What follows belongs to an exercise in optimizing a design on an open flow for small area, a short achievable clock period and few clock cycles per item; a production flow would make more cautious choices.
Function was checked by simulation only, so behaviour that the tests miss may differ from the original.
Power figures rest on the tool's default switching activity, not on a simulated workload.

## viterbi_decoder
module viterbi_decoder(clk, rst, en, data, data_out, done_flag);
    input clk, rst, en;
    input [15:0] data;
    output [7:0] data_out;
    output reg done_flag;
    wire [22:0] cut;
    reg  [22:0] cut_q;
    vfront head (.data(data), .cut(cut));
    vback  tail (.cut(cut_q), .dout(data_out));
    always @(posedge clk or posedge rst)
        if (rst) done_flag <= 1'b0;
        else     done_flag <= en;
    always @(posedge clk)
        cut_q <= cut;
endmodule
Size in the first run: roughly 680 cells after synthesis, about 24 flip-flops, about 0.0035 mm2 of cells after synthesis.
Settings: LEC_CHECK=0, ABC_AREA=1, CAP_MARGIN=20, CORE_MARGIN=2, CORE_UTILIZATION=40, SETUP_SLACK_MARGIN=0.5, SLEW_MARGIN=20; clock period 5.0 ns.
standard.sh (not shown) runs the stock make flow with config.mk's settings and CLKGATE_MAP_FILE= SYNTH_SCRIPT=/design/flow/synth_recipe.tcl, a recipe that flattens the netlist after the stock synthesis.
==> flow/flow/run.sh <==
#!/bin/bash
# The standard layout (the standard.sh, on the standard synthesis script) with two
# changes:
#  - ADDER_MAP_FILE is empty, so Yosys does not extract half/full adders into
#    sky130 ha/fa cells before ABC; ABC maps that logic with the rest.
#  - the port buffers inserted before global placement are sky130_fd_sc_hd__buf_2
#    instead of the resizer's default pick (a clkdlybuf4s50 delay cell).
# Registers and their names are those of the standard synthesis.
set -euo pipefail
export BUFFER_PORTS_ARGS="-buffer_cell sky130_fd_sc_hd__buf_2"
bash standard.sh ADDER_MAP_FILE= finish > standard.log 2>&1
The baseline went through all stages and came out clean.
Testbench counts at the start, summed over its fixed seeds: cycles 1,280, blocks 1,280.
Edit:
--- a/flow/config.mk
+++ b/flow/config.mk
@@ -11,3 +11,3 @@
 export CORE_UTILIZATION = 40
-export SETUP_SLACK_MARGIN = 0.5
+export SETUP_SLACK_MARGIN = 0.8
 export SLEW_MARGIN = 20
Synthesized cell count is unchanged.
Final area rises by 9.7%.
Core utilization rises by 4.5 points.
Power rises by 13%.
Edit:
--- a/flow/config.mk
+++ b/flow/config.mk
@@ -11,3 +11,3 @@
 export CORE_UTILIZATION = 40
-export SETUP_SLACK_MARGIN = 0.8
+export SETUP_SLACK_MARGIN = 0.2
 export SLEW_MARGIN = 20
Effect:
- The new run ran to the end with no violations
- global-route usage decreases by 0.41 points
- worst hold slack hardly moves
- worst setup slack loses 320 ps
Edit:
==> flow/flow/run.sh (replaced) <==
#!/bin/bash
# The standard layout (the standard.sh, unchanged synthesis), except that the
# port buffers inserted before global placement are sky130_fd_sc_hd__buf_2
# instead of the resizer's default pick (a clkdlybuf4s50 delay cell).
set -euo pipefail
export BUFFER_PORTS_ARGS="-buffer_cell sky130_fd_sc_hd__buf_2"
bash standard.sh finish > standard.log 2>&1
--- a/flow/config.mk
+++ b/flow/config.mk
@@ -11,3 +11,2 @@
 export CORE_UTILIZATION = 40
-export SETUP_SLACK_MARGIN = 0.2
 export SLEW_MARGIN = 20
What happened:
- design area is higher by 8.4%
- combinational power increases by 25%
- first-iteration DRC count came out lower by 12%
- final cell count grows by 1.5%

--- another note on this design; it stands on its own ---

==> umber: inputs <==
Design viterbi_decoder, start of the top module:
module viterbi_decoder(clk, rst, en, data, data_out, done_flag);
clock: 5.0 ns
lec_check: 0
abc_area: 1
cap_margin: 20
core_margin: 2
core_utilization: 40
setup_slack_margin: 0.35
slew_margin: 20
standard.sh (not shown) runs the stock make flow with config.mk's settings and CLKGATE_MAP_FILE= SYNTH_SCRIPT=/design/flow/synth_recipe.tcl, a recipe that flattens the netlist after the stock synthesis.
==> flow/flow/run.sh <==
#!/bin/bash
# The standard layout (the standard.sh, on the standard synthesis script) with two
# changes:
#  - ADDER_MAP_FILE is empty, so Yosys does not extract half/full adders into
#    sky130 ha/fa cells before ABC; ABC maps that logic with the rest.
#  - the port buffers inserted before global placement are sky130_fd_sc_hd__buf_2
#    instead of the resizer's default pick (a clkdlybuf4s50 delay cell).
# Registers and their names are those of the standard synthesis.
set -euo pipefail
export BUFFER_PORTS_ARGS="-buffer_cell sky130_fd_sc_hd__buf_2"
bash standard.sh ADDER_MAP_FILE= finish > standard.log 2>&1
==> inputs of maple, as changes to umber <==
--- a/flow/flow/run.sh
+++ b/flow/flow/run.sh
@@ -5,3 +5,3 @@
 #    sky130 ha/fa cells before ABC; ABC maps that logic with the rest.
-#  - the port buffers inserted before global placement are sky130_fd_sc_hd__buf_2
+#  - the port buffers inserted before global placement are sky130_fd_sc_hd__buf_1
 #    instead of the resizer's default pick (a clkdlybuf4s50 delay cell).
@@ -9,3 +9,3 @@
 set -euo pipefail
-export BUFFER_PORTS_ARGS="-buffer_cell sky130_fd_sc_hd__buf_2"
+export BUFFER_PORTS_ARGS="-buffer_cell sky130_fd_sc_hd__buf_1"
 bash standard.sh ADDER_MAP_FILE= finish > standard.log 2>&1
- SETUP_SLACK_MARGIN: 0.35 -> 0.45
==> comparison <==
- Between umber and maple, the lower first-iteration DRC count is in umber (gap 3.1%, measured against maple).
- Of maple and umber, maple has the higher setup slack (gap 0.050 ns).
- Die area is the same in maple and umber.
- Against umber, the via count of maple is lower by about 1.1%.
- Count of clock-buffer cells in the layout is the same in umber and maple.
- In clock power, umber and maple hardly differ.
- Critical path depth: umber is higher than maple (2).
Testbench counts of umber, summed over its fixed seeds: cycles 1,280, blocks 1,280.
Testbench counts of maple, summed over its fixed seeds: cycles 1,280, blocks 1,280.

[re-timing with driven ports]
No port has a modelled driver above. Below, the same layouts with a new extraction and two added sets of constraints.
Step 1, drivers: a clkbuf_16 drives clk and a buf_2 each remaining input, both assumed.
Step 2, shift: input delay + t, output delay - t, t = (earliest + latest rising clock arrival at the registers) / 2. This alone moves slack from input paths to output paths.
a / b / c = no drivers / after step 1 / after step 2; a / b = the first two.
run	shift t [ns]	setup WS [ns]	worst hold slack (ns)	worst slew at a driven data input, ns
the first run of note 1	0.291	0.706 / 0.680 / 0.962	0.544 / 0.538 / 0.829	0.03
the second run of note 1	0.289	0.790 / 0.764 / 0.965	0.544 / 0.538 / 0.827	0.03
the third run of note 1	0.291	0.474 / 0.447 / 0.738	0.544 / 0.538 / 0.829	0.03
the fourth run of note 1	0.293	0.524 / 0.495 / 0.789	0.540 / 0.533 / 0.826	0.03
umber	0.297	0.711 / 0.682 / 0.979	0.541 / 0.532 / 0.829	0.03
maple	0.289	0.761 / 0.731 / 1.020	0.523 / 0.514 / 0.803	0.03
After both steps setup and hold are still met in every run listed.
